What follows belongs to an exercise in optimizing a design on an open flow for small area; a production flow would make more cautious choices.
In this exercise RTL edits were held to simulation tests only and were not proved equivalent to the original.
Power and IR drop assume default switching activity.

==> flow/design.v, too long to show whole: its modules and the start of the top module <==
// module Video_Engine: 93 lines
// module spr_rom: 278 lines
// module ex_rom: 24 lines
// module div10: 194 lines
// module str_rom: 187 lines
// module glyph_rom: 483 lines
// module rsb_pixel_top: 31 lines
module rsb_pixel_top (
    input             clock,
    input             reset,         
    input             pixel_ready,   
    input      [ 7:0] x_addr,
    input      [ 8:0] y_addr,
    input      [ 5:0] game_state,
    output reg [15:0] pixel_data
);
  // ...
==> flow/flow/run.sh <==
#!/bin/bash
# Layout flow: the standard synthesis, then an area-oriented re-mapping of the
# combinational logic (flip-flops kept as the standard synthesis made them), then the
# standard ORFS flow from floorplan to finish.
set -euo pipefail
WORK=$(pwd)
R=$WORK/orfs/results/$FLOW_PLATFORM/rsb_pixel_top/base
YOSYS=$(command -v yosys || echo "$FLOW_HOME/../tools/install/yosys/bin/yosys")

bash standard.sh synth > "$WORK/log_1_standard_synth.log" 2>&1

cp "$R/1_2_yosys.v" "$WORK/standard_synth.v"
SEQ=$(grep -oE '^ *sky130_fd_sc_hd__(df|edf|sdf|dl|sdl|lpflow_inputisolatch)[a-z0-9_]*' "$WORK/standard_synth.v" | sort -u | tr '\n' ' ')
sed -e "s#@IN@#$WORK/standard_synth.v#" -e "s#@OUT@#$WORK/remapped.v#" \
    -e "s#@ABC@#$WORK/flow/remap.abc#" -e "s#@TOP@#$FLOW_TOP#" \
    -e "s#@LIB@#$FLOW_HOME/platforms/sky130hd/lib/sky130_fd_sc_hd__tt_025C_1v80.lib#g" \
    -e "s#@DONTUSE@#$(cat flow/dont_use.txt | tr '\n' ' ')#" \
    -e "s#@SEQ@#$SEQ#" \
    flow/remap.ys.in > "$WORK/remap.ys"
"$YOSYS" -l "$WORK/log_2_remap.log" -s "$WORK/remap.ys" > /dev/null 2>&1

# the remapped netlist replaces the synthesis result; make rebuilds 1_synth.odb from it
cp "$WORK/remapped.v" "$R/1_2_yosys.v"
rm -f "$R/1_synth.odb" "$R/1_synth.sdc"
bash standard.sh BUFFER_PORTS_ARGS="-buffer_cell sky130_fd_sc_hd__buf_1" finish > "$WORK/log_3_standard_layout.log" 2>&1
test -s "$FLOW_OUT/final.def"
==> flow/flow/dont_use.txt <==
-dont_use sky130_fd_sc_hd__lpflow_bleeder_1
-dont_use sky130_fd_sc_hd__lpflow_clkbufkapwr_1
-dont_use sky130_fd_sc_hd__lpflow_clkbufkapwr_16
-dont_use sky130_fd_sc_hd__lpflow_clkbufkapwr_2
-dont_use sky130_fd_sc_hd__lpflow_clkbufkapwr_4
-dont_use sky130_fd_sc_hd__lpflow_clkbufkapwr_8
-dont_use sky130_fd_sc_hd__lpflow_clkinvkapwr_1
-dont_use sky130_fd_sc_hd__lpflow_clkinvkapwr_16
-dont_use sky130_fd_sc_hd__lpflow_clkinvkapwr_2
-dont_use sky130_fd_sc_hd__lpflow_clkinvkapwr_4
-dont_use sky130_fd_sc_hd__lpflow_clkinvkapwr_8
-dont_use sky130_fd_sc_hd__lpflow_decapkapwr_12
-dont_use sky130_fd_sc_hd__lpflow_decapkapwr_3
-dont_use sky130_fd_sc_hd__lpflow_decapkapwr_4
-dont_use sky130_fd_sc_hd__lpflow_decapkapwr_6
-dont_use sky130_fd_sc_hd__lpflow_decapkapwr_8
-dont_use sky130_fd_sc_hd__lpflow_inputiso0n_1
-dont_use sky130_fd_sc_hd__lpflow_inputiso0p_1
-dont_use sky130_fd_sc_hd__lpflow_inputiso1n_1
-dont_use sky130_fd_sc_hd__lpflow_inputiso1p_1
-dont_use sky130_fd_sc_hd__lpflow_inputisolatch_1
-dont_use sky130_fd_sc_hd__lpflow_isobufsrc_1
-dont_use sky130_fd_sc_hd__lpflow_isobufsrc_16
-dont_use sky130_fd_sc_hd__lpflow_isobufsrc_2
-dont_use sky130_fd_sc_hd__lpflow_isobufsrc_4
-dont_use sky130_fd_sc_hd__lpflow_isobufsrc_8
-dont_use sky130_fd_sc_hd__lpflow_isobufsrckapwr_16
-dont_use sky130_fd_sc_hd__lpflow_lsbuf_lh_hl_isowell_tap_1
-dont_use sky130_fd_sc_hd__lpflow_lsbuf_lh_hl_isowell_tap_2
-dont_use sky130_fd_sc_hd__lpflow_lsbuf_lh_hl_isowell_tap_4
-dont_use sky130_fd_sc_hd__lpflow_lsbuf_lh_isowell_4
-dont_use sky130_fd_sc_hd__lpflow_lsbuf_lh_isowell_tap_1
-dont_use sky130_fd_sc_hd__lpflow_lsbuf_lh_isowell_tap_2
-dont_use sky130_fd_sc_hd__lpflow_lsbuf_lh_isowell_tap_4
-dont_use sky130_fd_sc_hd__probe_p_8
-dont_use sky130_fd_sc_hd__probec_p_8
==> flow/flow/remap.abc <==
strash
&get -n
&deepsyn -T 600 -S 1
&put
dch
map -D 4000
topo
==> flow/flow/remap.ys.in <==
# Area-oriented re-mapping of the standard synthesis's combinational logic.
read_liberty -ignore_miss_func @LIB@
read_verilog @IN@
hierarchy -top @TOP@
# the flip-flops stay as they are: same cells, same instance names
blackbox @SEQ@
flatten
hierarchy -top @TOP@
# internal net names go private, so the output ports keep their own nets
rename -hide w:*
opt_clean -purge
stat
abc -liberty @LIB@ @DONTUSE@ -script @ABC@
# cell port directions for the checks below
read_liberty -lib -overwrite @LIB@
opt_clean -purge
hilomap -singleton -hicell sky130_fd_sc_hd__conb_1 HI -locell sky130_fd_sc_hd__conb_1 LO
insbuf -buf sky130_fd_sc_hd__buf_1 A X
splitnets
rename -hide w:*
opt_clean -purge
check -assert
stat -liberty @LIB@
write_verilog -noattr -nohex -nodec @OUT@
==> flow/standard.sh <==
#!/bin/bash
# synth_recipe.tcl (not shown) runs the flow's synth.tcl, then flattens the netlist and writes it again
# the make line also repeats each setting of config.mk as NAME=value (left out here)
make -C /OpenROAD-flow-scripts/flow DESIGN_CONFIG=/design/flow/config.mk WORK_HOME=/design/flow/orfs CLKGATE_MAP_FILE= SYNTH_SCRIPT=/design/flow/synth_recipe.tcl "${@:-finish}"
==> flow/config.mk <==
export PLATFORM = sky130hd
export DESIGN_NAME = rsb_pixel_top
export DESIGN_NICKNAME = rsb_pixel_top
export VERILOG_FILES = /design/flow/design.v
export SDC_FILE = /design/flow/constraint.sdc
export NUM_CORES = 4
export LEC_CHECK = 0
export CAP_MARGIN = 20
export CORE_MARGIN = 2
export CORE_UTILIZATION = 40
export GPL_TIMING_DRIVEN = 0
export SLEW_MARGIN = 20
==> flow/constraint.sdc <==
create_clock -name core_clock -period 10.0 [get_ports {clock}]
set_input_delay 2.0000 -clock core_clock [delete_from_list [all_inputs] [get_ports {clock}]]
set_output_delay 2.0000 -clock core_clock [all_outputs]
set_load 0.01 [all_outputs]
==> notes.md, run 1 <==
CTS tree=built; min-delay src=pix[0]; CP startpoint=game_state[1]; Peak Freq=106.8 MHz; routing usage on met1=0.3721; Rows=30; Power Density=114.9 nW/um2; I/O pin total=42; CTS buffer count=3; Biggest Area Class=multi-input gates; critical path arrival=9.47 ns; hpwl dp=8409 um; status=finished clean; Syn Area/Cell=4.914 um2; reg2reg end=pix[1]; # Taps=80; Top cell by count, worst path=nor2_1; Logic power comb=0.297 mW; clk_buf instances=4; internal power=0.1308 mW; Leakage Power=1.089 nW; FF-to-FF path depth=2; Inverters=91; met3 routed WL=795 um; DIE WIDTH=86.43 um; period utilization=0.9364; cts hold-fix bufs=0; part of the power in registers=0.048; Initial Util=0.4067; clock network area share=0.01487; metal1 wirelength=4453 um; post_cts resized=1; Largest register FFs=3; DRT Pass-1 Iters=7; Comb pwr share=0.853
==> inputs of run 2 (changes only) <==
==> flow/flow/remap.abc (replaced) <==
strash
&get -n
&deepsyn -T 1500 -S 1
&put
dch
map -D 4000
topo
==> run 2 against run 1 <==
  * Combinational power is essentially flat
  * Critical path type unchanged
  * Largest cell class unchanged
  * Sequential power shrank 5%
  * Setup slack gained 0.23 ns
  * Design area grew 5.1%
  * First-iteration DRC count grew 21%
  * Utilization grew 1.3 points
  * Global-route usage grew 2.1 points
  * Area after synthesis grew 4.7%
  * Still clean on timing, DRC and antenna
  * Critical path depth grew 4
  * Sequential cell count is the same
==> notes.md, run 2 <==
status=finished clean; WL final=11,610 um; CTS max path bufs=2; Layout Cells excl Fill=719; Post-Layout Inst Area=3184 um2; r2r setup slk=9.19 ns; Final Max Slew Viols=0; via count=4,254; most frequent cells in the layout=nand2_1, clkinv_1, nor2_1, buf_1, a21oi_1; Initial Util=0.4167 (+0.009925); cts hold-fix bufs=0 (unchanged); Required @ worst endpoint=10.13 ns; first-pass GRT wire length=18,130 um; Final GP Congestion=1.066; Routed wire per std cell=16.14 um; max incr delay on CP=0.41 ns; peak supply drop=35.19 uV; Clock Sinks=3; Startpoint Class=input pin; Slew @ Worst Pin=0.7910 ns; RSZ-0062 raised after global routing=no; Hold Path Class=reg -> reg; Net count, final=650; Root Driver=clkbuf_8; max_cap viols=0; Final min period=9.130 ns; Clk Latency, worst-skew pair=0.23 ns; # placed instances=715; hpwl dp=9527 um (+13%); Largest register FFs=3 (unchanged); Routed Antenna Nets=0; # DRC=0; kind of critical path=in -> reg; total track usage=0.2967; min-delay src=pix[0]; core footprint=6832 um2; I/O pin total=42 (unchanged); 1st-iter DRT viols=398; critical path arrival=9.26 ns (-0.21 ns); Setup-failing EPs final=0; Peak Freq=109.5 MHz (+2.6%); Die Area=7807 um2; antenna violations before repair=0; Max FO, Critical Path=9; Top cell by count, worst path=nand2_1; vias in the first global route=3,693; Power Density=110.9 nW/um2 (-3.4%); CP startpoint=game_state[2]; Hold Path Sink=pix[0]; Syn Area/Cell=4.925 um2 (+0.21%); RR Startpoint=pix[2]; Die Ht=88.36 um; Worst Hold Depth=2; post_cts resized=0 (-1); Leakage Power=1.224 nW (+12%); period utilization=0.9130 (-0.02337); most common cell after layout, fill and taps aside=nand2_1; CTS buffer count=3 (unchanged); WHS=0.6604 ns; setup TNS=0 ns; Rows=30 (unchanged); total power=0.3532 mW; CTS clk-pin slew, worst paths=0.03 ns; Placement Cell Area=3120 um2; largest net degree at the start of global routing=15; Mapped Cells=578; CTS tree=built; Clock Skew=0 ns; # diodes=0; Final Hold Fails=0; Final Util=0.4661; Rel. slew slack=0.4671; worst setup margin=0.8696 ns; DRT Pass-1 Iters=5 (-2); reg2reg end=pix[2]; DIE WIDTH=88.36 um (+2.2%); dpl ws=0.2903 ns; Layout area overhead=11.87%; layout cells sized above 1=0.03531; register name with the most flops=pix; postcts setup bufs=0; Regs by FF count=pix x3; Synth Warn #=2; synthesized net count=604; CTS H-tree depth=1; vias per cell=5.917; crit path max-delay cell type=o21ai_0; post-synthesis cell area=2846 um2; filler instances=800; FF-to-FF path depth=2 (unchanged); crit end category=flop; port bufs=41; GRT Residual Overflow=0
==> run 2: metal layers <==
metal  global-route usage  routed length (um)  vias up
met5                    0                   0        -
met4              0.09504                 422        0
met3              0.01772                 887       36
met2               0.4901                5235      247
met1               0.4126                5059     1884
li1                     -                   -     2087
==> run 2: critical path: cells and delay by family <==
| family | cells | cell delay [ns] |
|---|---|---|
| AOI/OAI and AO/OA | 18 | 3.88 |
| and+or+nand+nor | 17 | 3.11 |
| buffers and inverters | 2 | 0.25 |
==> run 2: worst max path at each step <==
stage | end | slack (ns) | cells past startpoint
2_1_floorplan | pix[0] | 2.33 | 34
3_3_place_gp | pix[0] | 0.28 | 37
3_5_place_dp | pix[1] | 0.29 | 35
4_1_cts | pix[1] | 0.49 | 35
5_1_grt | pix[1] | 0.006 | 39
6_report | pix[1] | 0.87 | 37
==> run 2: power by group <==
part	switching, mW	internal [mW]
combinational	0.210	0.0893
clock	0.0106	0.0274
sequential	0.00199	0.0137
total	0.223	0.130
==> run 2: layout make-up <==
class	instances	area, um2	share of cell area
well taps	96	120.1	0.03772
plain buffers	7	26.28	0.008251
inverters	97	364.1	0.1143
clock buffers	4	45.04	0.01415
repair buffers	41	153.9	0.04833
flip-flops and latches	3	75.07	0.02358
multi-input cells	471	2400	0.7536
==> inputs of run 3 (changes only) <==
==> flow/flow/remap.abc (replaced) <==
strash
&get -n
&deepsyn -T 1500 -S 1
&put
dch
map -D 4500
topo
==> run 3 against run 2 <==
  * Still clean
  * Utilization is 0.67 points lower
  * Sequential share of layout area increased by 0.075 points
  * Area after synthesis decreased by 3.5%
  * Die area is 3.3% lower
  * Clock power is 7.1% lower
  * Register-to-register slack lost 0.05 ns
  * Global-route usage decreased by 2.0 points
  * Maximum frequency shrank 2.5%
  * Via count shrank 3.3%
  * Setup slack lost 0.23 ns
  * Wire length decreased by 9.4%
  * Final cell count is 4.5% lower
  * Critical path type unchanged
  * Critical endpoint is now pix[0]
  * Highest routed layer unchanged
==> notes.md, run 3 <==
DRT Pass-1 Iters=5 (unchanged); Net Sw Power=0.2109 mW (-5.4%); internal power=0.1269 mW (-2.6%); r2r setup slk=9.14 ns (-0.05 ns); CTS H-tree depth=1 (unchanged); Final GP Congestion=1.027 (-3.7%); port bufs=41 (unchanged); CTS tree=built; Final min period=9.363 ns (+0.2326 ns); Mapped Cells=562 (-2.8%); status=finished clean; Root Driver=clkbuf_8; part of the power in registers=0.046 (+0.002); Top cell by count, worst path=nand2_1; Rows=30 (unchanged); Routed wire per std cell=15.30 um (-5.2%); Clock Sinks=3 (unchanged); reg2reg end=pix[1]; post-synthesis cell area=2748 um2 (-3.5%); largest net degree at the start of global routing=14 (-1); total track usage=0.2765 (-0.02016); DIE WIDTH=86.88 um (-1.7%); Regs by FF count=pix x3; crit path max-delay cell type=and3_2; RR Startpoint=pix[1]; RSZ-0062 raised after global routing=no; CTS buffer count=3 (unchanged); Final Max Slew Viols=0 (unchanged); most common cell after layout, fill and taps aside=nand2_1; Hold Path Class=reg -> reg; Largest register FFs=3 (unchanged); register name with the most flops=pix; Post-Layout Inst Area=3087 um2 (-3.1%); Die Ht=86.88 um (-1.7%); Routed Antenna Nets=0 (unchanged); Comb pwr share=0.849 (about the same); 1st-iter DRT viols=511 (+28%); Initial Util=0.4089 (-0.007728); FF-to-FF path depth=2 (unchanged); Startpoint Class=input pin; Clk Latency, worst-skew pair=0.21 ns (-0.02 ns); synthesized net count=588 (-2.6%); vias in the first global route=3,531 (-4.4%); first-pass GRT wire length=16,820 um (-7.2%); hpwl dp=8681 um (-8.9%); setup TNS=0 ns (unchanged); Power Density=109.4 nW/um2 (-1.4%); CP startpoint=game_state[2]; CTS max path bufs=2 (unchanged); most frequent cells in the layout=nand2_1, clkinv_1, nor2_1, buf_1, a21oi_1; kind of critical path=in -> reg; vias per cell=5.985 (+1.2%); Max FO, Critical Path=8 (-1); max_cap viols=0 (unchanged); via count=4,112 (-3.3%); Required @ worst endpoint=10.11 ns (-0.02 ns); peak supply drop=49.85 uV (+42%); Synth Warn #=2 (unchanged); Layout area overhead=12.34%; Leakage Power=1.160 nW (-5.2%); fraction of power spent switching nets=0.6243 (-0.006775); Setup-failing EPs final=0 (unchanged); core footprint=6719 um2 (-1.6%); Placement Cell Area=3002 um2 (-3.8%); layout cells sized above 1=0.03954 (+0.004226); WL final=10,510 um (-9.4%); # DRC=0 (unchanged); Final Util=0.4594 (-0.006713); Slew @ Worst Pin=0.6399 ns (-0.1510 ns); Critical Path Sink=pix[0]; I/O pin total=42 (unchanged); antenna violations before repair=0 (unchanged); CTS clk-pin slew, worst paths=0.03 ns (about the same); critical path arrival=9.48 ns (+0.22 ns); period utilization=0.9363 (+0.02326); Clock Skew=0 ns (unchanged); filler instances=777 (-2.9%); # diodes=0 (unchanged); GRT Residual Overflow=0 (unchanged); total power=0.3377 mW (-4.4%); Syn Area/Cell=4.889 um2 (-0.72%); Clock power frac=0.105 (-0.003); Final Hold Fails=0 (unchanged); Rel. slew slack=0.5718 (+0.1047); Net count, final=634 (-2.5%); max incr delay on CP=0.32 ns (-0.09 ns); Peak Freq=106.8 MHz (-2.5%); postcts setup bufs=0 (unchanged); Worst Hold Depth=2 (unchanged); crit end category=flop; Die Area=7548 um2 (-3.3%)
==> run 3: worst min path at each step <==
stage / from / endpoint / slack, ns
global placement: pix[0] / pix[0] / 0.66
detailed placement: pix[0] / pix[0] / 0.70
CTS: pix[0] / pix[0] / 0.71
finish: pix[2] / pix[2] / 0.71
floorplan: pix[0] / pix[0] / 0.60
global route: pix[2] / pix[2] / 0.74
==> run 3: area by class of cell <==
class / instances / area [um2] / share of cell area
inverters: 101 / 379.1 / 0.1228
plain buffers: 7 / 26.28 / 0.008512
clock buffers: 4 / 45.04 / 0.01459
well taps: 80 / 100.1 / 0.03243
flip-flops and latches: 3 / 75.07 / 0.02432
multi-input cells: 451 / 2306 / 0.7471
repair buffers: 41 / 155.1 / 0.05026
==> run 3: layer usage <==
layer / global-route usage / part of all wire / vias up
met5: 0 / 0 / -
met4: 0.1179 / 0.037 / 0
met3: 0.03128 / 0.088 / 28
met2: 0.4303 / 0.44 / 232
met1: 0.3838 / 0.44 / 1834
li1: - / - / 2018
==> run 3: metrics by stage <==
| stage | instances | hold WS [ns] | worst slack (ns) |
|---|---|---|---|
| floorplan | 562 | 0.6029 | 1.819 |
| global placement | 683 | 0.6611 | -0.2559 |
| detailed placement | 683 | 0.6982 | -0.1865 |
| CTS | 687 | 0.7070 | 0.09367 |
| global route | 687 | 0.7437 | 0.03395 |
| finish | 687 | 0.7060 | 0.6371 |
==> run 3: critical path, delay by kind of cell <==
kind                   cells  cell delay, ns
AO/OA/AOI/OAI             19            4.06
buffers and inverters      3            0.44
AND/OR/NAND/NOR           17            2.94
==> run 3: power by group through the flow <==
stage	registers, mW	logic, mW	clock network [mW]
after CTS	0.0156	0.273	0.0356
after global routing	0.0158	0.316	0.0371
after floorplan	0.0154	0.197	0
after detailed placement	0.0157	0.271	0
after global placement	0.0158	0.270	0
final	0.0156	0.287	0.0353
==> run 3: timing repair <==
item	CTS	global route
hold buffers	0	0
gates resized for setup	1	16
setup endpoints to repair	1	3

-- what the ideal ports hide --
In the flow no input, the clock included, has a driving cell. The finished layouts below were timed again as built, in two steps. Step 1 assumes that a clkbuf_16 drives the clock port and a buf_2 every other input. Step 2 adds t to the input delays and takes it off the output delays; t is the mean of the earliest and latest rising clock arrival at the registers after step 1. Input paths then give back, and output paths get back, about the clock's delay inside the block. Three values: no drivers, after step 1, after step 2; two values: the first two.
run | shift t [ns] | setup slack, ns | worst setup path after step 2 | clock arrival spread, ns
run 1 | 0.232 | 0.636 / 0.633 / 0.401 | input to register | 0.002 / 0.001
run 2 | 0.242 | 0.870 / 0.862 / 0.619 | input to register | 0.001 / 0.001
run 3 | 0.233 | 0.637 / 0.634 / 0.401 | input to register | 0.003 / 0.004
After both steps setup and hold are still met in every run listed. The setup slack of run 2, which loses most, moves by -0.008 ns with the drivers and by -0.251 ns with both steps.
